What follows belongs to an exercise in optimizing a design on an open flow for small area and a short achievable clock period; a production flow would make more cautious choices. RTL that was checked went through simulation tests only; none was proved equivalent to the original. For runs 1 and 2, only the layout was checked, not whether the RTL still works. No driver is modelled on the clock port, so clocking that relies on it looks cheaper here than on a real chip. Power is estimated from default activity; no workload was simulated.

`flow/run.sh`:
```
#!/bin/bash
# synth_recipe.tcl (not shown) runs the flow's synth.tcl, then flattens the netlist and writes it again
# the make line also repeats each setting of config.mk as NAME=value (left out here)
make -C /OpenROAD-flow-scripts/flow DESIGN_CONFIG=/design/flow/config.mk WORK_HOME=/design/flow/orfs CLKGATE_MAP_FILE= SYNTH_SCRIPT=/design/flow/synth_recipe.tcl finish
```
`flow/config.mk`:
```
export PLATFORM = sky130hd
export DESIGN_NAME = axis_master
export DESIGN_NICKNAME = axis_master
export VERILOG_FILES = /design/flow/design.v
export SDC_FILE = /design/flow/constraint.sdc
export NUM_CORES = 4
export LEC_CHECK = 0
export CAP_MARGIN = 20
export CORE_MARGIN = 2
export CORE_UTILIZATION = 40
export CTS_CLUSTER_DIAMETER = 100
export CTS_CLUSTER_SIZE = 20
export SETUP_SLACK_MARGIN = 3.0
export SLEW_MARGIN = 20
export SYNTH_HIERARCHICAL = 1
```
`flow/constraint.sdc`:
```
create_clock -name core_clock -period 5.0 [get_ports {axi_aclk}]
set_input_delay 1.0000 -clock core_clock [delete_from_list [all_inputs] [get_ports {axi_aclk}]]
set_output_delay 1.0000 -clock core_clock [all_outputs]
set_load 0.01 [all_outputs]
```
`flow/design.v`:
```
module axis_aoi222 #(parameter WIDTH = 44)(
    input logic [WIDTH - 1:0] a1, a2, b1, b2, c1, c2,
    output logic [WIDTH - 1:0] y
);
    assign y = ~((a1 & a2) | (b1 & b2) | (c1 & c2));
endmodule
module axis_payload_sel #(parameter DEPTH = 8)(
    input logic start, ready, v, x0, x1, y0, y1,
    input logic [DEPTH - 1:0] nx, nx_hold,
    output logic en_b,
    output logic [DEPTH - 1:0] sel
);
    logic g;
    assign g    = v & ~(start & (ready ? x1 : x0));
    assign en_b = v & start & (ready ? y1 : y0);
    assign sel  = {DEPTH{g}} & (ready ? nx : nx_hold);
endmodule
module axis_out_flag(
    input logic clk,
    input logic rst_n,
    input logic d,
    output logic q
);
    always_ff @(posedge clk or negedge rst_n) begin
        if (~rst_n) q <= 1'b0;
        else        q <= d;
    end
endmodule
module axis_nand3 #(parameter WIDTH = 44)(
    input logic [WIDTH - 1:0] a, b, c,
    output logic [WIDTH - 1:0] y
);
    assign y = ~(a & b & c);
endmodule
module axis_master(
    input logic bk_start,
    input logic [31:0] bk_data,
    input logic [3:0] bk_tstrb,
    input logic [3:0] bk_tkeep,
    input logic [1:0] bk_tid,
    input logic [1:0] bk_user,
    output logic bk_nordy,
    output logic bk_done,
    input axi_aclk,
    input axi_aresetn,
    output logic axis_tvalid,
    output logic [31:0] axis_tdata,
    output logic [3:0] axis_tstrb,
    output logic [3:0] axis_tkeep,
    output logic axis_tlast,
    output logic [1:0] axis_tid,
    output logic [1:0] axis_tuser,
    input axis_tready
);
    localparam DEPTH = 8, WIDTH = 44;
    logic [WIDTH - 1:0] fifo [DEPTH - 1:0];
    logic [WIDTH - 1:0] din, o_q, o_n;
    logic [7:0] d_q, d_n, w_q, w_n, cnt_q, cnt_n, nx_q, nx_n;
    logic s_q, v_q, l_q, nordy_q, v_n;
    logic full_q, full_n, wr, rd;
    assign din = {bk_data, bk_tstrb, bk_tkeep, bk_tid, bk_user};
    assign wr   = bk_start & ~full_q;
    assign rd   = s_q & v_q & axis_tready;
    logic [7:0] w_inc;
    logic d_is0, d_is1, d_is2, d_is255, w_is0, w_is1, w_is255;
    logic gt1_inc, gt1_dec, gt1_same, v_inc, v_dec, v_same0, v_same1, v_clr;
    logic [7:0] nx_rot;
    logic [7:0] d_all1, d_all0, w_all1, d_tgl;
    logic up, dn;
    always_comb begin
        d_all1[0] = 1'b1;
        d_all0[0] = 1'b1;
        w_all1[0] = 1'b1;
        for (int i = 1; i < 8; i++) begin
            d_all1[i] = d_all1[i - 1] & d_q[i - 1];
            d_all0[i] = d_all0[i - 1] & ~d_q[i - 1];
            w_all1[i] = w_all1[i - 1] & w_q[i - 1];
        end
    end
    assign w_inc = w_q ^ w_all1;
    assign up    = wr & ~rd;
    assign dn    = rd & ~wr;
    assign d_tgl = ({8{up}} & d_all1) | ({8{dn}} & d_all0);
    assign d_is0   = (d_q == 8'd0);
    assign d_is1   = (d_q == 8'd1);
    assign d_is2   = (d_q == 8'd2);
    assign d_is255 = (d_q == 8'd255);
    assign w_is0   = (w_q == 8'd0);
    assign w_is1   = (w_q == 8'd1);
    assign w_is255 = (w_q == 8'd255);
    assign gt1_same = ~d_is0 & ~d_is1;
    assign gt1_inc  = ~d_is0 & ~d_is255;
    assign gt1_dec  = ~d_is1 & ~d_is2;
    assign v_inc    = gt1_inc | (d_is0 & w_is0 & ~v_q);    
    assign v_dec    = gt1_dec;                             
    assign v_same0  = gt1_same | (d_is1 & w_is1 & ~v_q);   
    assign v_same1  = gt1_same;                            
    assign v_clr    = ~w_is255;                            
    always_comb begin
        if (l_q) begin
            w_n = wr ? w_inc : 8'd0;
            d_n = wr ? w_inc : 8'd0;
            v_n = wr & v_clr;
        end
        else begin
            w_n = wr ? w_inc : w_q;
            d_n = d_q ^ d_tgl;
            case ({wr, rd})
                2'b10:   v_n = v_inc;
                2'b01:   v_n = v_dec;
                2'b11:   v_n = v_same1;
                default: v_n = v_same0;
            endcase
        end
    end
    always_comb begin
        if (l_q)
            full_n = wr & (w_q == 8'd7);
        else if (up)
            full_n = (d_q == 8'd7);
        else if (dn)
            full_n = (d_q == 8'd9);
        else
            full_n = full_q;
    end
    logic dl0_n, dl1_n, d255_n;
    always_comb begin
        if (l_q) begin
            dl0_n  = ~wr | (w_q[2:0] == 3'd7);
            dl1_n  = wr & (w_q[2:0] == 3'd0);
            d255_n = wr & (w_q == 8'd254);
        end
        else if (up) begin
            dl0_n  = (d_q[2:0] == 3'd7);
            dl1_n  = ~dl0n_q;
            d255_n = (d_q == 8'd254);
        end
        else if (dn) begin
            dl0_n  = dl1_q;
            dl1_n  = (d_q[2:0] == 3'd2);
            d255_n = d_is0;
        end
        else begin
            dl0_n  = ~dl0n_q;
            dl1_n  = dl1_q;
            d255_n = d255_q;
        end
    end
    assign nx_rot = {nx_q[6:0], nx_q[7]};
    always_comb begin
        if (~v_q)      nx_n = 8'b0000_0001;
        else if (~s_q) nx_n = 8'b0000_0010;
        else if (rd)   nx_n = nx_rot;
        else           nx_n = nx_q;
    end
    logic [7:0] c_all1;
    always_comb begin
        c_all1[0] = 1'b1;
        for (int i = 1; i < 8; i++)
            c_all1[i] = c_all1[i - 1] & cnt_q[i - 1];
    end
    assign cnt_n = (s_q & ~axis_tready) ? cnt_q ^ c_all1 : 8'd0;
    logic dl0, dl1, sv;
    logic x0, x1, y0, y1;
    logic [DEPTH - 1:0] nx_hold;
    logic dl0n_q, dl1_q, d255_q;    
    assign dl0 = ~dl0n_q;
    assign dl1 = dl1_q;
    assign sv  = s_q & v_q;
    assign x0  = ~full_q & (d255_q | dl0);
    assign x1  = ~full_q & (sv ? dl1 : (d255_q | dl0));
    assign y0  = ~full_q & dl0 & ~d255_q;
    assign y1  = ~full_q & (sv ? dl1 : (dl0 & ~d255_q));
    assign nx_hold = s_q ? {nx_q[0], nx_q[7:1]} : nx_q;
    localparam GROUPS = 2, GW = WIDTH / GROUPS;
    logic [GROUPS - 1:0] en_b_g;
    logic [DEPTH - 1:0] sel_g [GROUPS];
    logic [WIDTH - 1:0] sel_w [DEPTH];
    logic [WIDTH - 1:0] en_b_w;
    for (genvar k = 0; k < GROUPS; k++) begin : sel_copy
        axis_payload_sel #(.DEPTH(DEPTH)) payload_sel(
            .start(bk_start), .ready(axis_tready), .v(v_q),
            .x0(x0), .x1(x1), .y0(y0), .y1(y1),
            .nx(nx_q), .nx_hold(nx_hold),
            .en_b(en_b_g[k]), .sel(sel_g[k]));
    end
    always_comb begin
        for (int j = 0; j < WIDTH; j++) begin
            en_b_w[j] = en_b_g[j / GW];
            for (int i = 0; i < DEPTH; i++)
                sel_w[i][j] = sel_g[j / GW][i];
        end
    end
    logic [WIDTH - 1:0] grp0, grp1, grp2;
    axis_aoi222 #(.WIDTH(WIDTH)) payload_g0(
        .a1(sel_w[0]), .a2(fifo[0]),
        .b1(sel_w[1]), .b2(fifo[1]),
        .c1(sel_w[2]), .c2(fifo[2]),
        .y(grp0));
    axis_aoi222 #(.WIDTH(WIDTH)) payload_g1(
        .a1(sel_w[3]), .a2(fifo[3]),
        .b1(sel_w[4]), .b2(fifo[4]),
        .c1(sel_w[5]), .c2(fifo[5]),
        .y(grp1));
    axis_aoi222 #(.WIDTH(WIDTH)) payload_g2(
        .a1(sel_w[6]), .a2(fifo[6]),
        .b1(sel_w[7]), .b2(fifo[7]),
        .c1(en_b_w),   .c2(din),
        .y(grp2));
    axis_nand3 #(.WIDTH(WIDTH)) payload_or(
        .a(grp0), .b(grp1), .c(grp2),
        .y(o_n));
    always_ff @(posedge axi_aclk) begin
        for (int i = 0; i < DEPTH; i++)
            if (bk_start & ~full_q & (w_q[2:0] == i)) fifo[i] <= din;
    end
    always_ff @(posedge axi_aclk or negedge axi_aresetn) begin
        if (~axi_aresetn) begin
            d_q     <= 8'd0;
            w_q     <= 8'd0;
            cnt_q   <= 8'd0;
            nx_q    <= 8'b0000_0001;
            full_q  <= 1'b0;
            dl0n_q  <= 1'b0;
            dl1_q   <= 1'b0;
            d255_q  <= 1'b0;
            s_q     <= 1'b0;
            v_q     <= 1'b0;
            l_q     <= 1'b0;
            nordy_q <= 1'b0;
            o_q     <= '0;
        end
        else begin
            d_q     <= d_n;
            w_q     <= w_n;
            cnt_q   <= cnt_n;
            nx_q    <= nx_n;
            full_q  <= full_n;
            dl0n_q  <= ~dl0_n;
            dl1_q   <= dl1_n;
            d255_q  <= d255_n;
            s_q     <= v_q;
            v_q     <= v_n;
            l_q     <= v_q & ~v_n;
            nordy_q <= s_q & ~axis_tready & (cnt_q >= 8'd4) & (cnt_q != 8'd255);
            o_q     <= o_n;
        end
    end
    axis_out_flag tvalid_flag(.clk(axi_aclk), .rst_n(axi_aresetn), .d(v_q), .q(axis_tvalid));
    axis_out_flag tlast_flag(.clk(axi_aclk), .rst_n(axi_aresetn), .d(v_q & ~v_n), .q(axis_tlast));
    axis_out_flag done_flag(.clk(axi_aclk), .rst_n(axi_aresetn), .d(v_q & ~v_n), .q(bk_done));
    assign bk_nordy    = nordy_q;
    assign {axis_tdata, axis_tstrb, axis_tkeep, axis_tid, axis_tuser} = o_q;
endmodule
```
==> results of run 1 <==
==> worst paths after layout <==
check / from / end / slack [ns] / depth (start not counted)
hold / removal: axi_aresetn / nordy_q$_DFF_PN0_ / 0.33 / 1
setup reg to reg: s_q$_DFF_PN0_ / o_q[1]$_DFF_PN0_ / 2.81 / 9
min in group core_clock: fifo[2][19]$_DFFE_PP_ / o_q[19]$_DFF_PN0_ / 0.47 / 2
setup / recovery: s_q$_DFF_PN0_ / o_q[1]$_DFF_PN0_ / 2.81 / 9
hold reg to reg: fifo[2][19]$_DFFE_PP_ / o_q[19]$_DFF_PN0_ / 0.47 / 2
max in group asynchronous: axi_aresetn / o_q[15]$_DFF_PN0_ / 3.92 / 2
==> area by class of cell <==
class | instances | area (um^2)
sequential | 439 | 12750
clock inverter | 3 | 25.02
fill | 3296 | 20500
timing repair buffer | 160 | 1727
timing repair inverter | 1 | 8.758
inverter | 15 | 78.83
tap | 532 | 665.6
antenna | 2 | 5.005
multi-input combinational | 436 | 4140
clock buffer | 45 | 743.2
==> flip-flops by register name, indices dropped and copies added (netlist names), named ones only <==
name and flops:
cnt_q 8, dl1_q 1, o_q 44, tvalid_flag.q 1, d255_q 1, w_q 8
full_q 1, nx_q 8, d_q 8, tlast_flag.q 1, nordy_q 1, s_q 1
done_flag.q 1, l_q 1, fifo 352, v_q 1
==> cells in the mapped netlist (all sizes together), types with 6 or more instances <==
library cell  number  share of area (%)
a211oi            16                1.2
clkbuf             7               0.28
buf               13               0.73
nand2             14               0.32
o21ai             15               0.48
edfxtp           352                 65
inv               15               0.34
xnor2              6               0.32
a222oi           132                8.1
nand3             59                1.8
mux2i             27                1.7
a21oi              8               0.24
and3               6               0.23
ha                21                1.6
nand4              7               0.31
mux2              10               0.73
nor2              31               0.71
nor3               9               0.28
and2               8               0.31
dfrtp             86                 13
==> modules after synthesis, one instance, submodules excluded, a selection <==
module	cell area, um^2	flip-flops and latches	cells inside	copies in the design
axis_out_flag	25.02	1	1	3
axis_master	14290	436	665	1
==> power by group through the flow <==
stage               Combinational (mW)  Sequential (mW)  Clock (mW)
finish                            2.67             4.88        2.17
global route                      2.83             4.94        2.34
CTS                               2.49             4.87        2.21
detailed placement                1.95             4.97           0
global placement                  1.93             4.96           0
floorplan                         1.26             4.84           0
==> per-layer routing <==
layer / vias up / track usage [%] / wire [um]
met2: 481 / 32.25 / 21340
met3: 49 / 2.949 / 4187
li1: 4257 / - / -
met4: 2 / 4.694 / 850
met1: 5104 / 28.05 / 17860
met5: - / 0 / 11
==> through the flow <==
stage	worst slack, ns	hold WS [ns]	instances	util, %	instance area, um^2
2_1_floorplan	2.430	0.4272	890	-	16670
3_3_place_gp	1.745	0.4473	1517	44.76	18190
3_5_place_dp	1.699	0.4631	1517	44.76	18190
4_1_cts	2.808	0.4737	1613	48.58	19750
5_1_grt	2.715	0.3463	1632	49.56	20140
6_report	2.806	0.3315	1633	49.57	20150
==> layout by cell type (no fill, tap or decap), drive strengths merged, types with 2 or more instances in the layout <==
| cell | netlist | final |
|---|---|---|
| a211o | 2 | 2 |
| a211oi | 16 | 16 |
| a21oi | 8 | 8 |
| a222oi | 132 | 132 |
| a22o | 5 | 5 |
| a22oi | 2 | 2 |
| a31oi | 2 | 2 |
| a32oi | 3 | 3 |
| and2 | 8 | 12 |
| and3 | 6 | 22 |
| and4 | 3 | 3 |
| buf | 13 | 113 |
| clkbuf | 7 | 47 |
| clkdlybuf4s50 | 0 | 44 |
| clkinvlp | 0 | 2 |
| dfrtp | 86 | 86 |
| diode | 0 | 2 |
| edfxtp | 352 | 352 |
| ha | 21 | 21 |
| inv | 15 | 16 |
| mux2 | 10 | 10 |
| mux2i | 27 | 27 |
| nand2 | 14 | 14 |
| nand2b | 2 | 2 |
| nand3 | 59 | 59 |
| nand4 | 7 | 7 |
| nor2 | 31 | 31 |
| nor2b | 2 | 2 |
| nor3 | 9 | 9 |
| nor3b | 2 | 2 |
| nor4 | 3 | 3 |
| nor4b | 2 | 2 |
| o211ai | 2 | 2 |
| o21ai | 15 | 15 |
| xnor2 | 6 | 6 |
| xor2 | 3 | 3 |
==> critical path, delay by kind of cell, from the launching register on <==
family,cells,cell delay (ns)
multiplexers,1,0.26
flip-flops,1,0.43
AO/OA/AOI/OAI,3,0.65
AND/OR/NAND/NOR,2,0.21
buffers and inverters,3,0.45
==> kinds of logic after synthesis <==
logic type	count (synthesis)	share of synthesized area, %
buffers and inverters	35	1.360
and+or+nand+nor	152	4.853
AOI/OAI and AO/OA	197	11.46
DFF	439	77.86
adders and majority gates	21	1.605
muxes	37	2.384
xor gates and xnor gates	9	0.4815
==> repair_timing <==
action                                 in CTS  in global routing
buffers inserted                           28                  8
endpoints found under the hold margin       0                  0
resized for setup                         313                 38
setup endpoints to repair                 462                266
pin swaps                                  65                 30
gates cloned                               20                  9
==> results.yml, run 1 <==
power_and_ir_drop:
  ir_drop_uv: 289.1
  power.internal_mw: 6.698
  power_density_mw_per_mm2: 482.4
  p_clk_share_pct: 22.3
  p_comb_share_pct: 27.5
  p_switching_mw: 3.021
  power_mw: 9.719
  p_leak_nw: 6.953
  pwr-share-seq_pct: 50.2
  swShare_pct: 31.09
logic_synthesis:
  ys_seq_area_share_pct: 77.86
  ys_async_sr_fraction_pct: 19.82
  yosys_most_used_dff: "edfxtp_1"
  synth.distinct_cells: 58
  syn_area_per_cell_um2: 18.40
  yosys_register_bits: 439
  synth_area_mm2: 0.01637
  syn_nets: 959
  synthesis.instances: 890
  synth_edf_count: 352
  yosysWarnings: 13
clock_tree:
  cts_buffers: 26
  clkTransAtPathRegs_ns: 0.09
  clk_path_buf_depth: 3
  clock_latency_ns: 0.57
  cts_root_buffer: "clkbuf_16"
  hold_buffers: 0
  cts_sinks: 439
  cts_tree: "yes"
  cts.htree.levels: 1
die:
  num_rows: 74
  die_y_um: 206.3
  start_util_pct: 40.28
  core_region_area_mm2: 0.04065
  die-area_mm2: 0.04257
  die_w_um: 206.3
  pin_count: 96
timing:
  setup-violations-final: 0
  drv_slew: 0
  rsz0062_at_grt: "yes"
  min_period_ns: 2.194
  worst_pin_slew_ns: 1.013
  fin_worst_skew_ns: 0.02481
  period_share_pct: 43.88
  clock.fmax_ghz: 0.4558
  max_slew_margin_pct: 32.45
  final.setup.tns_ns: 0
  finalHoldViolCount: 0
routing:
  wl_per_cell_um: 27.10
  final_antenna_net_count: 0
  drt-total-wl_um: 44250
  vias: 9893
  viasPerCell: 6.058
  drtIter0Drc: 1423
  post-route-drc-count: 0
  dr.pass1.iters: 6
placement:
  io_buffers: 95
  gp_congestion: 0.7847
  hpwl_um: 19640
global_route:
  grt_pass1_wl_um: 61890
  overflow: 0
  track_usage_pct: 19.76
  grt_pass1_vias: 9467
  antenna_found_initial: 3
  grt_max_degree: 66
critical_path:
  path_cells: "buf_6, nand3_4, a21oi_4, mux2_4, buf_12, a211oi_4, buf_12, a222oi_1, nand3_1"
  critPathLaunchType: "register"
  cp.required_ns: 5.41
  worst_path_most_repeated_cell: "buf_12"
  crit_fanout: 22
  cp.arrival_ns: 2.60
  critical_path.slowest_cell: "dfrtp_2"
  slowest_delay_ns: 0.43
  end_kind: "register"
  path_class: "reg -> reg"
worst_hold_path:
  hold_path_class: "in -> async"
cells_and_area:
  area_growth_pct: 23.05
  drive_above_1_share_pct: 24.11
  final_nets: 1148
status:
  status: "finished clean"
flow_run:
  cap_violations: 0
==> run 2, diff against run 1 <==
--- a/flow/design.v
+++ b/flow/design.v
@@ -132,7 +132,7 @@
         end
         else if (up) begin
             dl0_n  = (d_q[2:0] == 3'd7);
-            dl1_n  = ~dl0n_q;
+            dl1_n  = dl0_q;
             d255_n = (d_q == 8'd254);
         end
         else if (dn) begin
@@ -141,7 +141,7 @@
             d255_n = d_is0;
         end
         else begin
-            dl0_n  = ~dl0n_q;
+            dl0_n  = dl0_q;
             dl1_n  = dl1_q;
             d255_n = d255_q;
         end
@@ -163,8 +163,8 @@
     logic dl0, dl1, sv;
     logic x0, x1, y0, y1;
     logic [DEPTH - 1:0] nx_hold;
-    logic dl0n_q, dl1_q, d255_q;    
-    assign dl0 = ~dl0n_q;
+    logic dl0_q, dl1_q, d255_q;
+    assign dl0 = dl0_q;
     assign dl1 = dl1_q;
     assign sv  = s_q & v_q;
     assign x0  = ~full_q & (d255_q | dl0);
@@ -221,7 +221,7 @@
             cnt_q   <= 8'd0;
             nx_q    <= 8'b0000_0001;
             full_q  <= 1'b0;
-            dl0n_q  <= 1'b0;
+            dl0_q   <= 1'b1;
             dl1_q   <= 1'b0;
             d255_q  <= 1'b0;
             s_q     <= 1'b0;
@@ -236,7 +236,7 @@
             cnt_q   <= cnt_n;
             nx_q    <= nx_n;
             full_q  <= full_n;
-            dl0n_q  <= ~dl0_n;
+            dl0_q   <= dl0_n;
             dl1_q   <= dl1_n;
             d255_q  <= d255_n;
             s_q     <= v_q;
==> flow/flow/run.sh (new file) <==
#!/bin/bash
# Standard ORFS layout, with one change to the clock tree: after CTS the root
# buffer between the clock port and the first level of clock buffers is
# removed, so the port drives those (two) buffers directly and every
# register's clock passes through two buffers instead of three. Each tool's
# output goes to a log file in this folder.
set -euo pipefail
R=orfs/results/sky130hd/axis_master/base
OPENROAD=$(command -v openroad || echo "$FLOW_HOME/../tools/install/OpenROAD/bin/openroad")
bash standard.sh cts > make_to_cts.log 2>&1
IN_ODB=$R/4_cts.odb OUT_ODB=$R/4_cts.odb "$OPENROAD" -no_init -exit flow/clkroot.tcl > clkroot.log 2>&1
bash standard.sh finish > make_finish.log 2>&1
==> flow/flow/clkroot.tcl (new file) <==
# Drive the first level of clock buffers straight from the clock port:
# remove the single root buffer CTS puts between the port and them, so the
# clock reaches every register through two buffers instead of three.
# Usage: openroad -exit clkroot.tcl with IN_ODB, OUT_ODB set.
read_db $::env(IN_ODB)
set block [ord::get_db_block]
set port_net [$block findNet axi_aclk]
set roots {}
foreach it [$port_net getITerms] {
  lappend roots [$it getInst]
}
if {[llength $roots] != 1} {
  puts "clkroot: port drives [llength $roots] cells, leaving the tree as it is"
} else {
  set root [lindex $roots 0]
  set rnet [[$root findITerm X] getNet]
  set loads {}
  foreach it [$rnet getITerms] {
    if {[$it isInputSignal]} { lappend loads $it }
  }
  if {[llength $loads] > 4} {
    puts "clkroot: root drives [llength $loads] pins, leaving the tree as it is"
  } else {
    foreach it $loads {
      $it disconnect
      $it connect $port_net
    }
    [$root findITerm A] disconnect
    [$root findITerm X] disconnect
    odb::dbInst_destroy $root
    odb::dbNet_destroy $rnet
    puts "clkroot: removed [$root getName]; port now drives [llength $loads] buffers"
  }
}
write_db $::env(OUT_ODB)
==> flow/standard.sh (new file) <==
#!/bin/bash
# synth_recipe.tcl (not shown) runs the flow's synth.tcl, then flattens the netlist and writes it again
# the make line also repeats each setting of config.mk as NAME=value (left out here)
make -C /OpenROAD-flow-scripts/flow DESIGN_CONFIG=/design/flow/config.mk WORK_HOME=/design/flow/orfs CLKGATE_MAP_FILE= SYNTH_SCRIPT=/design/flow/synth_recipe.tcl "${@:-finish}"
removed: flow/run.sh
==> run 2 against run 1 <==
Against the previous run: via count decreased by 1.8%; setup slack got worse by 0.027 ns; clock-buffer cell count fell by 1; clock power down 2%; register-to-register slack lost 0.03 ns; critical path depth shrank 2; clock skew down 0.0052 ns; global-route usage decreased by 0.72 points; combinational power about the same; first-iteration DRC count down 5.3%; area after synthesis fell by 1.1%; critical path type unchanged.
==> results.yml, run 2 <==
status:
  status: "finished clean"
logic_synthesis:
  synth.distinct_cells: 47
  syn_area_per_cell_um2: 18.46
  ys_seq_area_share_pct: 78.74
  synth_top_area_share_pct: 65.28
  ys_top_cells_by_count: "edfxtp_1 (352), a222oi_1 (132), dfrtp_1 (85), nand3_1 (56), nor2_1 (27)"
  ys_async_sr_fraction_pct: 19.82
  yosys_register_bits: 439
  yosys_most_used_dff: "edfxtp_1"
  yosysWarnings: 13
  yosys.area.top_type: "edfxtp_1"
  synth_area_mm2: 0.01619
  syn_nets: 946
  yosysMostFrequentCell: "edfxtp_1"
  synthesis.instances: 877
  synth_edf_count: 352
  synthTopCellsByArea: "edfxtp_1 (65%), dfrtp_1 (13%), a222oi_1 (8.2%)"
global_route:
  track_usage_pct: 19.04
  grt_pass1_vias: 9461
  antenna_found_initial: 2
  overflow: 0
  grt_max_degree: 59
  grt_pass1_wl_um: 60240
timing:
  drv_slew: 0
  final.setup.tns_ns: 0
  period_share_pct: 44.42
  rsz0062_at_grt: "yes"
  clock.fmax_ghz: 0.4502
  fin_worst_skew_ns: 0.01961
  max_slew_margin_pct: 34.74
  worst_slack_ns: 2.779
  setup-violations-final: 0
  finalHoldViolCount: 0
  worst_pin_slew_ns: 0.9790
  min_period_ns: 2.221
critical_path:
  rr_worst_depth: 7
  reg2reg_slack_ns: 2.78
  path_class: "reg -> reg"
  crit_fanout: 8
  end_kind: "register"
  critical_path.slowest_cell: "dfstp_2"
  crit_family: "compound AO/OA/AOI/OAI gates"
  timing.rr.start: "dl0_q$_DFFE_PN1P_"
  worst-path-buf-inv: 1
  path_cells: "o21ai_2, a21oi_2, mux2_4, a211oi_4, buf_6, a222oi_1, nand3_1"
  critPathLaunchType: "register"
  r2r-end: "o_q[42]$_DFF_PN0_"
  slowest_delay_ns: 0.57
  cp.required_ns: 5.28
  cp.arrival_ns: 2.50
clock_tree:
  cts_buffers: 26
  cts.htree.levels: 1
  clock_latency_ns: 0.43
  clk_path_buf_depth: 3
  cts_sinks: 439
  cts_tree: "yes"
  clkTransAtPathRegs_ns: 0.09
  cts_root_buffer: "clkbuf_16"
routing:
  drt-total-wl_um: 42300
  wl_per_cell_um: 25.89
  final_antenna_net_count: 0
  viasPerCell: 5.943
  vias: 9711
  drtIter0Drc: 1347
  dr.pass1.iters: 7
  post-route-drc-count: 0
cells_and_area:
  final_nets: 1158
  final_common_cell: "edfxtp_1"
  ff_latch_area_mm2: 0.01275
  instances_no_fill: 1634
  antenna_cells: 0
  largest_reg_flops: 352
  mostFrequentLayoutCells: "edfxtp_1 (352), a222oi_1 (132), dfrtp_1 (81)"
  n_fill_cell: 3314
  multi_input_area_mm2: 0.003949
  area_growth_pct: 24.16
  drive_above_1_share_pct: 25.97
placement:
  gp_congestion: 0.7754
  post-place-ws_ns: 1.577
  io_buffers: 95
  hpwl_um: 20110
  placed_cells: 1500
die:
  start_util_pct: 40.66
  pin_count: 96
  die_w_um: 205.2
  die-area_mm2: 0.04211
  die_y_um: 205.2
  num_rows: 73
  core_region_area_mm2: 0.03982
power_and_ir_drop:
  ir_drop_uv: 258.3
  power_density_mw_per_mm2: 484.6
  p_leak_nw: 6.995
worst_hold_path:
  hp-start: "cnt_q[0]$_DFF_PN0_"
  holdPathStages: 1
  hold_path_class: "reg -> reg"
  min_to: "cnt_q[0]$_DFF_PN0_"
flow_run:
  cap_violations: 0
run 2: cell count changes after synthesis, sizes merged, moves of 3 or more:
cell	change
a32oi	-3
and3	+3
and4	-3
nand2	+4
nand3	-3
nor2	-4
xor2	+3
run 2: per-stage QoR:
step           hold WS [ns]  power [mW]  instance area (um^2)  utilization (%)
2_1_floorplan        0.4272       6.186                 16510                -
3_3_place_gp         0.4459       7.103                 18090            45.43
3_5_place_dp         0.4728       7.138                 18090            45.43
4_1_cts              0.4836       9.612                 19610            49.24
5_1_grt              0.5128       10.14                 20100            50.48
6_report             0.4827       9.742                 20100            50.48
run 2: cell families after synthesis:
family,count (synthesis),synth area share [%]
adder cells (fa/ha/maj),21,1.623
multiplexers,38,2.488
flip-flops,439,78.74
AO/OA/AOI/OAI,194,11.20
XOR/XNOR,10,0.5409
buffers and inverters,32,0.9350
AND/OR/NAND/NOR,143,4.466
run 2: layout make-up:
type	count	area share, %
well taps	525	3.267
multi-input cells	421	19.64
clock buffers	44	3.572
repair inverters	1	0.04356
flip-flops and latches	439	63.44
clock inverters	3	0.1307
repair buffers	186	9.454
inverters	15	0.4481
run 2: repair_timing:
item / in CTS / in global routing
resized for setup: 301 / 39
pin swaps: 78 / 63
setup buffers: 29 / 32
cloned: 17 / 9
hold buffers: 0 / 0
setup endpoints to repair: 468 / 212
run 2: Yosys stat by module (local to each module, per instance), a selection:
module / copies in the design / cell area (um^2) / cells / flops+latches
axis_master: 1 / 14110 / 652 / 436
axis_out_flag: 3 / 25.02 / 1 / 1
run 2: power breakdown:
group          switching [mW]  total (mW)  internal [mW]
Combinational            1.56        2.69           1.13
Clock                    1.14        2.12          0.988
Sequential              0.342        4.93           4.59
run 2: worst max path at each step:
| stage | start | to | slack [ns] | cells after the start |
|---|---|---|---|---|
| 2_1_floorplan | axis_tready | o_q[42]$_DFF_PN0_ | 2.52 | 5 |
| 3_3_place_gp | axis_tready | o_q[31]$_DFF_PN0_ | 1.58 | 6 |
| 3_5_place_dp | axis_tready | o_q[43]$_DFF_PN0_ | 1.58 | 6 |
| 4_1_cts | v_q$_DFF_PN0_ | o_q[21]$_DFF_PN0_ | 2.80 | 8 |
| 5_1_grt | dl0_q$_DFFE_PN1P_ | o_q[18]$_DFF_PN0_ | 2.70 | 9 |
| 6_report | dl0_q$_DFFE_PN1P_ | o_q[42]$_DFF_PN0_ | 2.78 | 7 |
run 2: worst register-to-register path, stage by stage (launching register included):
cell and delay [ns]:
dfstp_2 0.57, o21ai_2 0.06, a21oi_2 0.20, mux2_4 0.34, a211oi_4 0.14, buf_6 0.17, a222oi_1 0.41, nand3_1 0.17
run 2: per-layer routing:
| metal | share of wire [%] | GRT usage, % |
|---|---|---|
| met1 | 42 | 27.54 |
| met2 | 48 | 30.80 |
| met3 | 8.1 | 2.930 |
| met4 | 1.7 | 3.854 |
| met5 | 0.054 | 0 |
==> run 3, diff against run 2 <==
==> flow/design.v (replaced) <==
module axis_master(
    input logic bk_start,
    input logic [31:0] bk_data,
    input logic [3:0] bk_tstrb,
    input logic [3:0] bk_tkeep,
    input logic [1:0] bk_tid,
    input logic [1:0] bk_user,
    output logic bk_nordy,
    output logic bk_done,
    input axi_aclk,
    input axi_aresetn,
    output logic axis_tvalid,
    output logic [31:0] axis_tdata,
    output logic [3:0] axis_tstrb,
    output logic [3:0] axis_tkeep,
    output logic axis_tlast,
    output logic [1:0] axis_tid,
    output logic [1:0] axis_tuser,
    input axis_tready
);
    localparam DEPTH = 8, WIDTH = 44;
    logic [WIDTH - 1:0] fifo [DEPTH - 1:0];
    logic [WIDTH - 1:0] din, o_q, o_n;
    logic [7:0] d_q, d_n, w_q, w_n, cnt_q, cnt_n, nx_q, nx_n;
    logic s_q, v_q, l_q, nordy_q, v_n;
    logic full, wr, rd, byp, hold, show;
    assign din = {bk_data, bk_tstrb, bk_tkeep, bk_tid, bk_user};
    assign full = (d_q == 8'd8);
    assign wr   = bk_start & ~full;
    assign rd   = s_q & v_q & axis_tready;
    logic [7:0] d_inc, d_dec, w_inc;
    logic d_is0, d_is1, d_is2, d_is255, w_is0, w_is1, w_is255;
    logic gt1_inc, gt1_dec, gt1_same, v_inc, v_dec, v_same0, v_same1, v_clr;
    logic [7:0] nx_rot;
    logic [2:0] dl;
    assign d_inc = d_q + 8'd1;
    assign d_dec = d_q - 8'd1;
    assign w_inc = w_q + 8'd1;
    assign d_is0   = (d_q == 8'd0);
    assign d_is1   = (d_q == 8'd1);
    assign d_is2   = (d_q == 8'd2);
    assign d_is255 = (d_q == 8'd255);
    assign w_is0   = (w_q == 8'd0);
    assign w_is1   = (w_q == 8'd1);
    assign w_is255 = (w_q == 8'd255);
    assign gt1_same = ~d_is0 & ~d_is1;
    assign gt1_inc  = ~d_is0 & ~d_is255;
    assign gt1_dec  = ~d_is1 & ~d_is2;
    assign v_inc    = gt1_inc | (d_is0 & w_is0 & ~v_q);    
    assign v_dec    = gt1_dec;                             
    assign v_same0  = gt1_same | (d_is1 & w_is1 & ~v_q);   
    assign v_same1  = gt1_same;                            
    assign v_clr    = ~w_is255;                            
    always_comb begin
        if (l_q) begin
            w_n = wr ? w_inc : 8'd0;
            d_n = wr ? w_inc : 8'd0;
            v_n = wr & v_clr;
        end
        else begin
            w_n = wr ? w_inc : w_q;
            case ({wr, rd})
                2'b10:   begin d_n = d_inc; v_n = v_inc;   end
                2'b01:   begin d_n = d_dec; v_n = v_dec;   end
                2'b11:   begin d_n = d_q;   v_n = v_same1; end
                default: begin d_n = d_q;   v_n = v_same0; end
            endcase
        end
    end
    assign nx_rot = {nx_q[6:0], nx_q[7]};
    always_comb begin
        if (~v_q)      nx_n = 8'b0000_0001;
        else if (~s_q) nx_n = 8'b0000_0010;
        else if (rd)   nx_n = nx_rot;
        else           nx_n = nx_q;
    end
    assign cnt_n = (s_q & ~axis_tready) ? cnt_q + 8'd1 : 8'd0;
    logic en_b, en_h, en_m;
    logic [DEPTH - 1:0] sel;
    assign dl   = d_q[2:0];
    assign byp  = wr & (rd ? (dl == 3'd1) : (dl == 3'd0));
    assign hold = s_q & ~axis_tready;
    assign show = v_q & ~(d_is255 & wr & ~rd);
    assign en_b = show & byp;
    assign en_h = show & ~byp & hold;
    assign en_m = show & ~byp & ~hold;
    assign sel  = nx_q & {DEPTH{en_m}};
    always_comb begin
        o_n = (din & {WIDTH{en_b}}) | (o_q & {WIDTH{en_h}});
        for (int i = 0; i < DEPTH; i++)
            o_n = o_n | (fifo[i] & {WIDTH{sel[i]}});
    end
    always_ff @(posedge axi_aclk) begin
        if (wr) fifo[w_q[2:0]] <= din;
    end
    always_ff @(posedge axi_aclk or negedge axi_aresetn) begin
        if (~axi_aresetn) begin
            d_q     <= 8'd0;
            w_q     <= 8'd0;
            cnt_q   <= 8'd0;
            nx_q    <= 8'b0000_0001;
            s_q     <= 1'b0;
            v_q     <= 1'b0;
            l_q     <= 1'b0;
            nordy_q <= 1'b0;
            o_q     <= '0;
        end
        else begin
            d_q     <= d_n;
            w_q     <= w_n;
            cnt_q   <= cnt_n;
            nx_q    <= nx_n;
            s_q     <= v_q;
            v_q     <= v_n;
            l_q     <= v_q & ~v_n;
            nordy_q <= s_q & ~axis_tready & (cnt_q >= 8'd4) & (cnt_q != 8'd255);
            o_q     <= o_n;
        end
    end
    assign axis_tvalid = s_q;
    assign axis_tlast  = l_q;
    assign bk_done     = l_q;
    assign bk_nordy    = nordy_q;
    assign {axis_tdata, axis_tstrb, axis_tkeep, axis_tid, axis_tuser} = o_q;
endmodule
--- a/flow/config.mk
+++ b/flow/config.mk
@@ -8,8 +8,5 @@
 export CAP_MARGIN = 20
 export CORE_MARGIN = 2
 export CORE_UTILIZATION = 40
-export CTS_CLUSTER_DIAMETER = 100
-export CTS_CLUSTER_SIZE = 20
 export SETUP_SLACK_MARGIN = 3.0
 export SLEW_MARGIN = 20
-export SYNTH_HIERARCHICAL = 1
==> run 3 against run 2 <==
Against the previous run: final cell count is 6.7% higher; synthesized cell count is 14% higher; highest routed layer is now met4; first-iteration DRC count is 8.5% lower; critical path depth is 2 lower; sequential cell count is 7 lower; global-route usage is 1.4 points higher; final area is 3.7% higher; sequential power is 2% higher; clock skew is 0.0030 ns higher; critical endpoint is now o_q[25]$_DFF_PN0_; register-to-register slack better by 0.20 ns; clock-buffer cell count is 17 higher; non-clock buffer count is 4 higher.
==> results.yml, run 3 <==
die:
  die_w_um: 207.1
  die_y_um: 207.1
  pin_count: 96
  num_rows: 74
  start_util_pct: 40.50
  die-area_mm2: 0.04289
  core_region_area_mm2: 0.04074
critical_path:
  slowest_delay_ns: 0.42
  crit_family: "simple AND/OR/NAND/NOR gates"
  cp.arrival_ns: 2.35
  critPathLaunchType: "input pin"
  path_class: "in -> reg"
  crit_fanout: 12
  worst-path-buf-inv: 1
  path_cells: "buf_16, nand2b_4, and3_2, a221o_1, a22o_1"
  critical_path.slowest_cell: "and3_2"
  end_kind: "register"
  cp.required_ns: 5.26
logic_synthesis:
  ys_seq_area_share_pct: 76.20
  synth.distinct_cells: 58
  syn_nets: 1062
  ys_top_cells_by_count: "edfxtp_1 (352), a22oi_1 (86), dfrtp_1 (79), o21ai_0 (60), clkbuf_1 (58)"
  synth_edf_count: 352
  synthTopCellsByArea: "edfxtp_1 (64%), dfrtp_1 (12%), a22oi_1 (3.9%)"
  yosys_register_bits: 432
  yosys_most_used_dff: "edfxtp_1"
  synth_top_area_share_pct: 64.06
  yosys.area.top_type: "edfxtp_1"
  synthesis.instances: 1004
  yosysMostFrequentCell: "edfxtp_1"
  syn_area_per_cell_um2: 16.43
  ys_async_sr_fraction_pct: 18.52
  yosysWarnings: 1
  synth_area_mm2: 0.01650
routing:
  viasPerCell: 6.155
  post-route-drc-count: 0
  dr.pass1.iters: 8
  drtIter0Drc: 1233
  final_antenna_net_count: 0
  drt-total-wl_um: 48930
  wl_per_cell_um: 28.06
  vias: 10740
timing:
  fin_worst_skew_ns: 0.02264
  max_slew_margin_pct: 42.24
  drv_slew: 0
  finalHoldViolCount: 0
  min_period_ns: 2.087
  setup-violations-final: 0
  worst_slack_ns: 2.913
  period_share_pct: 41.75
  clock.fmax_ghz: 0.4791
  final.setup.tns_ns: 0
  worst_pin_slew_ns: 0.8665
  rsz0062_at_grt: "yes"
clock_tree:
  clkTransAtPathRegs_ns: 0.06
  hold_buffers: 0
  cts_tree: "yes"
  clk_path_buf_depth: 3
  cts_buffers: 44
  cts_root_buffer: "clkbuf_16"
  cts_sinks: 432
  clock_latency_ns: 0.38
  cts.htree.levels: 2
global_route:
  grt_pass1_wl_um: 66050
  track_usage_pct: 20.45
  antenna_found_initial: 1
  overflow: 0
  grt_max_degree: 57
  grt_pass1_vias: 10050
cells_and_area:
  mostFrequentLayoutCells: "edfxtp_1 (352), a22oi_1 (86), dfrtp_1 (63)"
  drive_above_1_share_pct: 24.94
  ff_latch_area_mm2: 0.01260
  n_fill_cell: 3375
  largest_reg_flops: 352
  final_nets: 1234
  area_growth_pct: 26.35
  instances_no_fill: 1744
  multi_input_area_mm2: 0.004195
  final_common_cell: "edfxtp_1"
flow_run:
  cap_violations: 0
placement:
  io_buffers: 95
  hpwl_um: 21720
  gp_congestion: 0.8015
  post-place-ws_ns: 1.052
  placed_cells: 1576
worst_hold_path:
  hold_path_class: "reg -> reg"
status:
  status: "finished clean"
power_and_ir_drop:
  p_leak_nw: 7.201
  power_density_mw_per_mm2: 561.1
  ir_drop_uv: 244.5
==> run 3: cell type report <==
class,instances,area share [%]
flip-flops and latches,432,60.44
multi-input cells,500,20.12
repair buffers,190,9.591
clock buffers,61,5.636
well taps,532,3.193
clock inverters,19,0.8162
inverters,9,0.1861
diodes,1,0.01200
==> run 3: report_power, final <==
| part | internal (mW) | switching (mW) |
|---|---|---|
| Clock | 1.80 | 1.28 |
| Combinational | 1.57 | 2.02 |
| Sequential | 4.59 | 0.440 |
| Total | 7.95 | 3.74 |
==> run 3: what timing repair did <==
| item | 4_1_cts | 5_1_grt |
|---|---|---|
| endpoints found under the setup margin | 471 | 373 |
| endpoints found under the hold margin | 0 | 0 |
| resized for setup | 271 | 104 |
| cloned | 9 | 22 |
| setup buffers | 30 | 26 |
| pin swaps | 10 | 26 |
==> run 3: metal layers <==
layer | track usage [%] | part of all wire (%) | vias to the layer above
met2 | 31.87 | 46 | 591
met5 | 0 | 0 | -
met3 | 3.290 | 9.1 | 89
met1 | 30.08 | 42 | 5506
met4 | 5.172 | 2.8 | 0
li1 | - | - | 4549
==> run 3: final timing paths <==
path                       slack (ns)                    end  depth (start not counted)          startpoint
min in group asynchronous        0.62     d_q[5]$_DFFE_PN0P_                          1         axi_aresetn
setup / recovery                 2.91      o_q[25]$_DFF_PN0_                          5         axis_tready
max in group asynchronous        3.28    nx_q[2]$_DFFE_PN0P_                          2         axi_aresetn
setup reg to reg                 2.98  fifo[6][18]$_DFFE_PP_                          9  d_q[0]$_DFFE_PN0P_
hold reg to reg                  0.49     cnt_q[0]$_DFF_PN0_                          1  cnt_q[0]$_DFF_PN0_
hold / removal                   0.49     cnt_q[0]$_DFF_PN0_                          1  cnt_q[0]$_DFF_PN0_
==> run 3: cell families (layout without fill, tap and decap cells) <==
kind of cell | count (synthesis) | count (layout) | share of synthesized area (%)
buffers and inverters | 88 | 279 | 2.366
adder cells (fa/ha/maj) | 10 | 10 | 0.7583
AO/OA/AOI/OAI | 356 | 357 | 16.27
multiplexers | 10 | 10 | 0.6143
other | 0 | 1 | 0
flip-flops | 432 | 432 | 76.20
AND/OR/NAND/NOR | 91 | 106 | 2.889
XOR/XNOR | 17 | 17 | 0.9024
==> run 3: stage by stage <==
stage               power, mW  hold slack, ns  instance area (um^2)  util, %
floorplan               6.748          0.3487                 16750        -
global placement        7.814          0.4795                 18130    44.50
detailed placement      7.875          0.4854                 18130    44.50
CTS                     11.21          0.4400                 19890    48.83
global route            12.15          0.5211                 20850    51.17
finish                  11.70          0.4913                 20850    51.17
==> run 3: worst reg2reg max path, delay by kind of cell, from the launching register on <==
kind,cells,cell delay (ns)
and+or+nand+nor,3,0.43
adders and majority gates,1,0.16
AOI/OAI and AO/OA,1,0.18
DFF,1,0.39
buffers and inverters,4,0.54
==> run 4, diff against run 3 <==
--- a/flow/config.mk
+++ b/flow/config.mk
@@ -8,5 +8,7 @@
 export CAP_MARGIN = 20
 export CORE_MARGIN = 2
 export CORE_UTILIZATION = 40
-export SETUP_SLACK_MARGIN = 3.0
+export CTS_CLUSTER_DIAMETER = 120
+export CTS_CLUSTER_SIZE = 25
+export SETUP_SLACK_MARGIN = 3.3
 export SLEW_MARGIN = 20
==> run 4 against run 3 <==
Against the previous run: synthesized cell count is the same; area after synthesis is the same; non-clock buffer count grew 134; clock-buffer cell count shrank 26; first-iteration DRC count grew 30%; register-to-register slack lost 0.23 ns.
==> results.yml, run 4 <==
die:
  die_w_um: 207.1
  die-area_mm2: 0.04289
  pin_count: 96
  core_region_area_mm2: 0.04074
  die_y_um: 207.1
  num_rows: 74
  start_util_pct: 40.50
clock_tree:
  cts_buffers: 21
  clk_path_buf_depth: 3
  cts_root_buffer: "clkbuf_16"
  cts_tree: "yes"
  clkTransAtPathRegs_ns: 0.10
  cts.htree.levels: 1
  cts_sinks: 432
  clock_latency_ns: 0.41
global_route:
  track_usage_pct: 25.92
  overflow: 0
  antenna_found_initial: 2
  grt_pass1_wl_um: 81510
  grt_pass1_vias: 11380
  grt_max_degree: 47
logic_synthesis:
  synth.distinct_cells: 58
  ys_async_sr_fraction_pct: 18.52
  synth_area_mm2: 0.01650
  yosys_most_used_dff: "edfxtp_1"
  yosysWarnings: 1
  yosysMostFrequentCell: "edfxtp_1"
  ys_seq_area_share_pct: 76.20
  ys_top_cells_by_count: "edfxtp_1 (352), a22oi_1 (86), dfrtp_1 (79), o21ai_0 (60), clkbuf_1 (58)"
  synth_edf_count: 352
  yosys.area.top_type: "edfxtp_1"
  syn_area_per_cell_um2: 16.43
  synthTopCellsByArea: "edfxtp_1 (64%), dfrtp_1 (12%), a22oi_1 (3.9%)"
  yosys_register_bits: 432
  synthesis.instances: 1004
  syn_nets: 1062
  synth_top_area_share_pct: 64.06
flow_run:
  cap_violations: 0
routing:
  dr.pass1.iters: 8
  final_antenna_net_count: 0
  viasPerCell: 6.439
  drt-total-wl_um: 58760
  vias: 11830
  drtIter0Drc: 1603
  wl_per_cell_um: 31.99
  post-route-drc-count: 0
critical_path:
  critPathLaunchType: "register"
  cp.arrival_ns: 2.55
  cp.required_ns: 5.30
  worst-path-buf-inv: 1
  critical_path.slowest_cell: "dfrtp_2"
  path_cells: "buf_6, a22o_1, a221oi_1, a21oi_1, a221o_1, a22o_1"
  end_kind: "register"
  crit_fanout: 32
  reg2reg_slack_ns: 2.75
  path_class: "reg -> reg"
  crit_family: "compound AO/OA/AOI/OAI gates"
  worst_path_most_repeated_cell: "a22o_1"
  slowest_delay_ns: 0.60
cells_and_area:
  multi_input_area_mm2: 0.004514
  largest_reg_flops: 352
  final_common_cell: "edfxtp_1"
  mostFrequentLayoutCells: "edfxtp_1 (352), a22oi_1 (86), buf_6 (67)"
  ff_latch_area_mm2: 0.01260
  area_growth_pct: 38.66
  n_fill_cell: 3022
  drive_above_1_share_pct: 33.38
  final_nets: 1347
  final_cell_area_mm2: 0.02288
timing:
  min_period_ns: 2.249
  worst_pin_slew_ns: 0.8026
  final.setup.tns_ns: 0
  max_slew_margin_pct: 46.49
  drv_slew: 0
  fin_worst_skew_ns: 0.02432
  clock.fmax_ghz: 0.4446
  rsz0062_at_grt: "yes"
  period_share_pct: 44.99
  setup-violations-final: 0
  finalHoldViolCount: 0
  hold_slack_ns: 0.4921
worst_hold_path:
  hold_path_class: "reg -> reg"
status:
  status: "finished clean"
placement:
  placed_cell_area_mm2: 0.01818
  hpwl_um: 21910
  gp_congestion: 0.7788
  io_buffers: 95
power_and_ir_drop:
  p_leak_nw: 7.991
  power_density_mw_per_mm2: 527.7
  ir_drop_uv: 247.6
[run 4: stage by stage]
stage | std cells | util, % | total power [mW] | setup WS [ns]
6_report | 1837 | 56.16 | 12.07 | 2.751
5_1_grt | 1836 | 56.15 | 12.45 | 2.696
4_1_cts | 1803 | 54.53 | 11.51 | 2.831
3_5_place_dp | 1576 | 44.63 | 7.923 | 1.408
3_3_place_gp | 1576 | 44.63 | 7.869 | 1.412
2_1_floorplan | 1004 | - | 6.821 | 1.821
[run 4: cell type report]
type / count / area share (%)
sequential: 432 / 55.09
multi-input combinational: 502 / 19.73
timing repair buffer: 324 / 19.54
tap: 532 / 2.909
clock buffer: 35 / 2.434
inverter: 9 / 0.1859
clock inverter: 1 / 0.08750
antenna: 2 / 0.02188
[run 4: worst paths after layout]
kind | cells after the start | end | start
max | 6 | o_q[42]$_DFF_PN0_ | nx_q[7]$_DFFE_PN0P_
min | 1 | cnt_q[0]$_DFF_PN0_ | cnt_q[0]$_DFF_PN0_
max reg2reg | 6 | o_q[42]$_DFF_PN0_ | nx_q[7]$_DFFE_PN0P_
min reg2reg | 1 | cnt_q[0]$_DFF_PN0_ | cnt_q[0]$_DFF_PN0_
max in group asynchronous | 2 | nx_q[0]$_DFFE_PN1P_ | axi_aresetn
min in group asynchronous | 1 | d_q[5]$_DFFE_PN0P_ | axi_aresetn
[run 4: report_power, final]
group / total, mW / switching, mW / internal [mW]
registers: 4.99 / 0.412 / 4.58
clock network: 1.88 / 1.10 / 0.779
logic: 5.20 / 2.68 / 2.52
[run 4: cells by family (layout without fill, tap and decap cells)]
group | Yosys count | after routing | share of synthesized area [%]
fa+ha+maj | 10 | 10 | 0.7583
simple gates | 91 | 109 | 2.889
buf+inv | 88 | 369 | 2.366
compound gates | 356 | 356 | 16.27
xor+xnor | 17 | 17 | 0.9024
flops | 432 | 432 | 76.20
other cells | 0 | 2 | 0
mux | 10 | 10 | 0.6143
[run 4: metal layers]
metal / up-vias / share of wire (%) / wire, um / global-route usage (%)
li1: 4767 / - / - / -
met1: 6056 / 38 / 22290 / 36.01
met2: 811 / 47 / 27340 / 40.37
met3: 195 / 10 / 5995 / 4.563
met4: 0 / 5.3 / 3126 / 11.03
met5: - / 0 / 0 / 0
[run 4: timing repair]
| item | 4_1_cts | 5_1_grt |
|---|---|---|
| endpoints found under the setup margin | 471 | 498 |
| setup buffers | 121 | 30 |
| gates cloned | 69 | 3 |
| resized for setup | 473 | 71 |
| pin swaps | 64 | 37 |
| hold buffers | 0 | 0 |
[run 4: worst reg2reg max path, stage by stage, from the launching register on]
cell and delay [ns]:
dfrtp_2 0.60, buf_6 0.30, a22o_1 0.27, a221oi_1 0.30, a21oi_1 0.15, a221o_1 0.29, a22o_1 0.23
==> run 5, diff against run 4 <==
--- a/flow/config.mk
+++ b/flow/config.mk
@@ -10,5 +10,5 @@
 export CORE_UTILIZATION = 40
 export CTS_CLUSTER_DIAMETER = 120
 export CTS_CLUSTER_SIZE = 25
-export SETUP_SLACK_MARGIN = 3.3
+export SETUP_SLACK_MARGIN = 2.8
 export SLEW_MARGIN = 20
==> run 5 against run 4 <==
Against the previous run: register-to-register slack better by 0.08 ns; via count fell by 14%; sequential cell count is the same; combinational power is 38% lower; sequential power hardly changed; synthesized cell count is the same; utilization shrank 8.1 points; power down 16%; critical path depth is 3 higher; final area down 14%; largest cell class unchanged; largest power group is now sequential cells.
==> results.yml, run 5 <==
clock_tree:
  hold_buffers: 0
  clock_latency_ns: 0.41
  clk_path_buf_depth: 3
  cts_root_buffer: "clkbuf_16"
  cts_sinks: 432
  cts_tree: "yes"
  clkTransAtPathRegs_ns: 0.11
  cts.htree.levels: 1
  cts_buffers: 21
logic_synthesis:
  yosys_register_bits: 432
  syn_nets: 1062
  synth.distinct_cells: 58
  synth_edf_count: 352
  synthesis.instances: 1004
  ys_async_sr_fraction_pct: 18.52
  yosysWarnings: 1
  synth_top_area_share_pct: 64.06
  yosysMostFrequentCell: "edfxtp_1"
  ys_seq_area_share_pct: 76.20
  yosys_most_used_dff: "edfxtp_1"
  synthTopCellsByArea: "edfxtp_1 (64%), dfrtp_1 (12%), a22oi_1 (3.9%)"
  syn_area_per_cell_um2: 16.43
  synth_area_mm2: 0.01650
  ys_top_cells_by_count: "edfxtp_1 (352), a22oi_1 (86), dfrtp_1 (79), o21ai_0 (60), clkbuf_1 (58)"
  yosys.area.top_type: "edfxtp_1"
timing:
  min_period_ns: 2.191
  period_share_pct: 43.82
  final.setup.tns_ns: 0
  worst_pin_slew_ns: 0.7908
  setup-violations-final: 0
  worst_slack_ns: 2.809
  drv_slew: 0
  clock.fmax_ghz: 0.4564
  rsz0062_at_grt: "yes"
  max_slew_margin_pct: 47.28
  hold_slack_ns: 0.4947
  finalHoldViolCount: 0
  fin_worst_skew_ns: 0.02711
global_route:
  antenna_found_initial: 4
  grt_pass1_vias: 10090
  overflow: 0
  track_usage_pct: 20.48
  grt_max_degree: 52
  grt_pass1_wl_um: 66710
placement:
  io_buffers: 95
  post-place-ws_ns: 1.409
  placed_cells: 1574
  hpwl_um: 21140
  gp_congestion: 0.7384
worst_hold_path:
  min_to: "cnt_q[0]$_DFF_PN0_"
  hold_path_class: "reg -> reg"
  holdPathStages: 1
  hp-start: "cnt_q[0]$_DFF_PN0_"
cells_and_area:
  instances_no_fill: 1668
  mostFrequentLayoutCells: "edfxtp_1 (352), a22oi_1 (86), dfrtp_1 (65)"
  area_growth_pct: 18.67
  drive_above_1_share_pct: 18.41
  n_fill_cell: 3519
  largest_reg_flops: 352
  final_common_cell: "edfxtp_1"
  final_nets: 1179
die:
  die-area_mm2: 0.04289
  num_rows: 74
  core_region_area_mm2: 0.04074
  start_util_pct: 40.50
  die_w_um: 207.1
  pin_count: 96
  die_y_um: 207.1
power_and_ir_drop:
  power_density_mw_per_mm2: 514.9
  ir_drop_uv: 251.9
  power_mw: 10.08
  p_leak_nw: 6.593
critical_path:
  slowest_delay_ns: 0.23
  critical_path.slowest_cell: "o2bb2ai_2"
  path_cells: "buf_6, buf_12, and3_4, mux2i_2, o2bb2ai_2, nand2_4, buf_12, clkbuf_16, a22o_1"
  rr_worst_depth: 8
  cp.required_ns: 5.30
  critPathLaunchType: "input pin"
  end_kind: "register"
  r2r-end: "o_q[29]$_DFF_PN0_"
  crit_fanout: 5
  worst_path_most_repeated_cell: "buf_12"
  path_class: "in -> reg"
  timing.rr.start: "s_q$_DFF_PN0_"
  reg2reg_slack_ns: 2.83
  cp.arrival_ns: 2.49
routing:
  wl_per_cell_um: 27.39
  post-route-drc-count: 0
  vias: 10140
  final_antenna_net_count: 0
  dr.pass1.iters: 6
  viasPerCell: 6.080
  drt-total-wl_um: 45690
  drtIter0Drc: 1152
status:
  status: "finished clean"
flow_run:
  cap_violations: 0
-- run 5: cell types whose count changed in the layout (fill, tap and decap cells not counted), sizes merged --
| cell | change |
|---|---|
| clkinv | +2 |
| and3 | -10 |
| clkinvlp | -1 |
| clkdlybuf4s15 | +13 |
| clkbuf | -1 |
| nand2 | -1 |
| bufbuf | -1 |
| buf | -169 |
| nor2b | -1 |
| diode | -1 |
| dlygate4sd2 | +1 |
-- run 5: cell families after synthesis --
family | share of synthesized area (%)
buffers and inverters | 2.366
flip-flops | 76.20
multiplexers | 0.6143
AO/OA/AOI/OAI | 16.27
XOR/XNOR | 0.9024
adder cells (fa/ha/maj) | 0.7583
AND/OR/NAND/NOR | 2.889
-- run 5: how the worst max path moves through the flow --
| stage | start | to | slack (ns) | depth (start not counted) |
|---|---|---|---|---|
| 2_1_floorplan | bk_start | fifo[0][0]$_DFFE_PP_ | 1.82 | 3 |
| 3_3_place_gp | axis_tready | o_q[7]$_DFF_PN0_ | 1.50 | 7 |
| 3_5_place_dp | axis_tready | o_q[23]$_DFF_PN0_ | 1.41 | 7 |
| 4_1_cts | o_q[31]$_DFF_PN0_ | axis_tdata[19] | 2.80 | 1 |
| 5_1_grt | d_q[0]$_DFFE_PN0P_ | o_q[11]$_DFF_PN0_ | 2.78 | 8 |
| 6_report | axis_tready | o_q[38]$_DFF_PN0_ | 2.81 | 9 |
-- run 5: where the power goes --
part           leakage (nW)  switching [mW]  internal (mW)  total [mW]
clock                 0.274            1.07          0.774        1.85
sequential             4.21           0.428           4.58        5.00
combinational          2.11            1.83           1.40        3.23
total                  6.59            3.33           6.75        10.1
-- run 5: repair_timing --
action                                  4_1_cts  5_1_grt
gates cloned                                 12        4
endpoints found under the setup margin      461      290
gates resized for setup                     232       39
buffers inserted                             36        5
pin swaps                                     8       12
-- run 5: area by class of cell --
cell class,instances,area [um^2],area share (%)
tap,532,665.6,3.400
inverter,9,33.78,0.1725
clock buffer,34,553.0,2.824
antenna,1,2.502,0.01278
timing repair buffer,168,1755,8.965
sequential,432,12600,64.33
clock inverter,2,25.02,0.1278
multi-input combinational,490,3949,20.17
-- run 5: through the flow --
step           instance area (um^2)  util (%)
5_1_grt                       19580     48.06
3_5_place_dp                  18110     44.47
6_report                      19580     48.06
4_1_cts                       19370     47.54
2_1_floorplan                 16740         -
3_3_place_gp                  18110     44.47
-- run 5: critical path: cells and delay by family --
family,cells,cell delay [ns]
AND/OR/NAND/NOR,2,0.34
multiplexers,1,0.15
AO/OA/AOI/OAI,2,0.43
buffers and inverters,4,0.56
-- run 5: layer usage --
| metal | GRT usage [%] | wire, um | vias up |
|---|---|---|---|
| met5 | 0 | 0 | - |
| met4 | 4.236 | 671 | 0 |
| met3 | 3.199 | 3314 | 48 |
| met2 | 34.03 | 22090 | 408 |
| met1 | 28.68 | 19620 | 5300 |
| li1 | - | - | 4386 |
==> run 6, diff against run 5 <==
--- a/flow/config.mk
+++ b/flow/config.mk
@@ -10,5 +10,5 @@
 export CORE_UTILIZATION = 40
 export CTS_CLUSTER_DIAMETER = 120
 export CTS_CLUSTER_SIZE = 25
-export SETUP_SLACK_MARGIN = 2.8
+export SETUP_SLACK_MARGIN = 3.0
 export SLEW_MARGIN = 20
==> run 6 against run 5 <==
Against the previous run: clock skew decreased by 0.0080 ns; global-route usage increased by 0.21 points; critical path depth decreased by 7; clock-buffer cell count decreased by 4; sequential share of layout area decreased by 0.95 points; hold slack improved by 0.0025 ns; final area increased by 1.5%; die area unchanged; still clean on timing, DRC and antenna; critical endpoint is now axis_tlast; via count increased by 2.2%; sequential power about the same.
==> results.yml, run 6 <==
power_and_ir_drop:
  pwr-share-seq_pct: 48.4
  p_comb_share_pct: 33.7
  power.internal_mw: 6.849
  swShare_pct: 33.69
  ir_drop_uv: 288.3
  p_switching_mw: 3.480
  p_clk_share_pct: 17.9
  power_mw: 10.33
  power_density_mw_per_mm2: 519.5
  p_leak_nw: 6.714
critical_path:
  reg2reg_slack_ns: 2.96
  cp-endpoint: "axis_tlast"
  rr_worst_depth: 6
  cp.arrival_ns: 1.10
  path_class: "reg -> out"
  r2r-end: "o_q[42]$_DFF_PN0_"
  critical_path.slowest_cell: "dfrtp_2"
  crit_fanout: 2
  timing.rr.start: "nx_q[1]$_DFFE_PN0P_"
  end_kind: "primary output"
  critPathLaunchType: "register"
  worst_path_most_repeated_cell: "buf_6"
  cp.required_ns: 4.00
  crit_start: "l_q$_DFF_PN0_"
  slowest_delay_ns: 0.43
  path_cells: "buf_6, buf_6"
die:
  pin_count: 96
  core_region_area_mm2: 0.04074
  num_rows: 74
  die-area_mm2: 0.04289
  start_util_pct: 40.50
  die_y_um: 207.1
  die_w_um: 207.1
global_route:
  grt_max_degree: 57
  grt-busiest-layer: "met2"
  overflow: 0
  grt_pass1_wl_um: 66720
  track_usage_pct: 20.69
  met3_usage_pct: 2.623
  use_met1_pct: 31.32
  grt_pass1_vias: 9733
  met2_usage_pct: 32.54
  antenna_found_initial: 1
timing:
  worst_slack_ns: 2.904
  min_period_ns: 2.097
  rsz0062_at_grt: "yes"
  worst_pin_slew_ns: 0.8312
  period_share_pct: 41.93
  finalHoldViolCount: 0
  final.setup.tns_ns: 0
  fin_worst_skew_ns: 0.01915
  max_slew_margin_pct: 44.59
  clock.fmax_ghz: 0.4770
  setup-violations-final: 0
  drv_slew: 0
clock_tree:
  cts_sinks: 432
  cts_tree: "yes"
  clock_latency_ns: 0.41
  cts_root_buffer: "clkbuf_16"
  clkTransAtPathRegs_ns: 0.10
  cts_buffers: 21
  cts.htree.levels: 1
  clk_path_buf_depth: 3
routing:
  post-route-drc-count: 0
  drtIter0Drc: 1150
  wl_per_cell_um: 28.33
  dr.pass1.iters: 5
  drt-total-wl_um: 47680
  viasPerCell: 6.157
  final_antenna_net_count: 0
  vias: 10360
placement:
  hpwl_um: 21720
  placed_cell_area_mm2: 0.01813
  io_buffers: 95
  post-place-ws_ns: 1.052
  gp_congestion: 0.8015
logic_synthesis:
  yosys_register_bits: 432
  synth_top_area_share_pct: 64.06
  ys_async_sr_fraction_pct: 18.52
  synthesis.instances: 1004
  synth_edf_count: 352
  syn_nets: 1062
  yosysWarnings: 1
  synthTopCellsByArea: "edfxtp_1 (64%), dfrtp_1 (12%), a22oi_1 (3.9%)"
  yosysMostFrequentCell: "edfxtp_1"
  ys_seq_area_share_pct: 76.20
  syn_area_per_cell_um2: 16.43
  synth.distinct_cells: 58
  yosys_most_used_dff: "edfxtp_1"
  ys_top_cells_by_count: "edfxtp_1 (352), a22oi_1 (86), dfrtp_1 (79), o21ai_0 (60), clkbuf_1 (58)"
  synth_area_mm2: 0.01650
  yosys.area.top_type: "edfxtp_1"
cells_and_area:
  n_fill_cell: 3453
  final_common_cell: "edfxtp_1"
  mostFrequentLayoutCells: "edfxtp_1 (352), a22oi_1 (86), dfrtp_1 (63)"
  area_growth_pct: 20.50
  final_nets: 1197
  largest_reg_flops: 352
  post-route-util_pct: 48.81
  final_cell_area_mm2: 0.01988
  drive_above_1_share_pct: 21.83
status:
  status: "finished clean"
flow_run:
  cap_violations: 0
worst_hold_path:
  hold_path_class: "reg -> reg"
  holdPathStages: 1
-- run 6: how the worst min path moves through the flow --
stage	start	to	slack, ns
3_5_place_dp	cnt_q[0]$_DFF_PN0_	cnt_q[0]$_DFF_PN0_	0.49
3_3_place_gp	cnt_q[0]$_DFF_PN0_	cnt_q[0]$_DFF_PN0_	0.48
4_1_cts	axi_aresetn	d_q[5]$_DFFE_PN0P_	0.45
6_report	cnt_q[0]$_DFF_PN0_	cnt_q[0]$_DFF_PN0_	0.50
2_1_floorplan	v_q$_DFF_PN0_	s_q$_DFF_PN0_	0.35
5_1_grt	cnt_q[0]$_DFF_PN0_	cnt_q[0]$_DFF_PN0_	0.53
-- run 6: critical path, delay by kind of cell (launching register included) --
family                 cells  cell delay, ns
DFF                        1            0.43
buffers and inverters      2            0.24
-- run 6: area by class of cell --
cell class | count | area, um^2 | area share (%)
Inverter | 9 | 38.79 | 0.1951
Multi-Input combinational cell | 496 | 4164 | 20.94
Timing Repair Buffer | 180 | 1839 | 9.251
Tap cell | 532 | 665.6 | 3.348
Antenna cell | 1 | 2.502 | 0.01259
Clock inverter | 3 | 33.78 | 0.1699
Sequential cell | 432 | 12600 | 63.38
Clock buffer | 30 | 538.0 | 2.706
-- run 6: layer usage --
layer	share of wire, %	up-vias
li1	-	4422
met1	43	5429
met2	47	461
met3	7.6	50
met4	1.8	0
met5	0	-
-- run 6: timing repair --
| action | in CTS | in global routing |
|---|---|---|
| gates resized for setup | 278 | 80 |
| cloned | 12 | 10 |
| hold buffers | 0 | 0 |
| buffers inserted | 36 | 15 |
| pin swaps | 12 | 18 |
| endpoints found under the setup margin | 471 | 254 |
-- run 6: per-stage QoR --
step                      std cells  hold slack [ns]
after floorplan                1004           0.3487
after global placement         1576           0.4795
after detailed placement       1576           0.4854
after CTS                      1658           0.4541
after global routing           1682           0.5282
final                          1683           0.4972
-- run 6: power groups by stage --
stage / Combinational (mW) / Clock [mW] / Sequential (mW)
final: 3.48 / 1.85 / 5.00
after global routing: 3.71 / 1.99 / 5.05
after CTS: 3.13 / 1.93 / 4.98
after detailed placement: 2.79 / 0 / 5.08
after global placement: 2.73 / 0 / 5.08
after floorplan: 1.81 / 0 / 4.94
-- run 6: kinds of logic after synthesis --
family	count (synthesis)	share of synthesized area (%)
DFF	432	76.20
AOI/OAI and AO/OA	356	16.27
and+or+nand+nor	91	2.889
buffers and inverters	88	2.366
xor gates and xnor gates	17	0.9024
muxes	10	0.6143
adders and majority gates	10	0.7583

[afterwards: timing with drivers on the ports]
No port has a modelled driver above. Below, the same layouts with a new extraction and two added sets of constraints.
Step 1: set_driving_cell puts a clkbuf_16 on axi_aclk and a buf_2 on each other input, an assumption about the parent block.
Step 2 moves the port delays by t, midway between the first and last clock arrival at a register: inputs arrive t later, outputs are due t later. That takes back most of the time a late clock gives input paths.
Slacks: no drivers / after step 1 / after step 2; pairs: no drivers / after step 1.
run | t, ns | setup WS [ns] | hold WS [ns] | worst setup path at the end | pins driven straight from the clock port
run 1 | 0.611 | 2.806 / 2.758 / 2.272 | 0.332 / 0.310 / 0.473 | input to register | 1
run 2 | 0.484 | 2.779 / 2.744 / 2.259 | 0.483 / 0.483 / 0.483 | input to register | 2
run 3 | 0.475 | 2.913 / 2.914 / 2.478 | 0.491 / 0.491 / 0.491 | input to register | 4
run 4 | 0.471 | 2.751 / 2.751 / 2.330 | 0.492 / 0.492 / 0.492 | input to register | 2
run 5 | 0.464 | 2.809 / 2.830 / 2.380 | 0.495 / 0.495 / 0.495 | input to register | 2
run 6 | 0.469 | 2.903 / 2.840 / 2.483 | 0.497 / 0.497 / 0.497 | input to register | 2
After both steps every run listed still meets setup and hold. The setup slack of run 1, which loses most, moves by -0.048 ns with the drivers and by -0.534 ns with both steps.
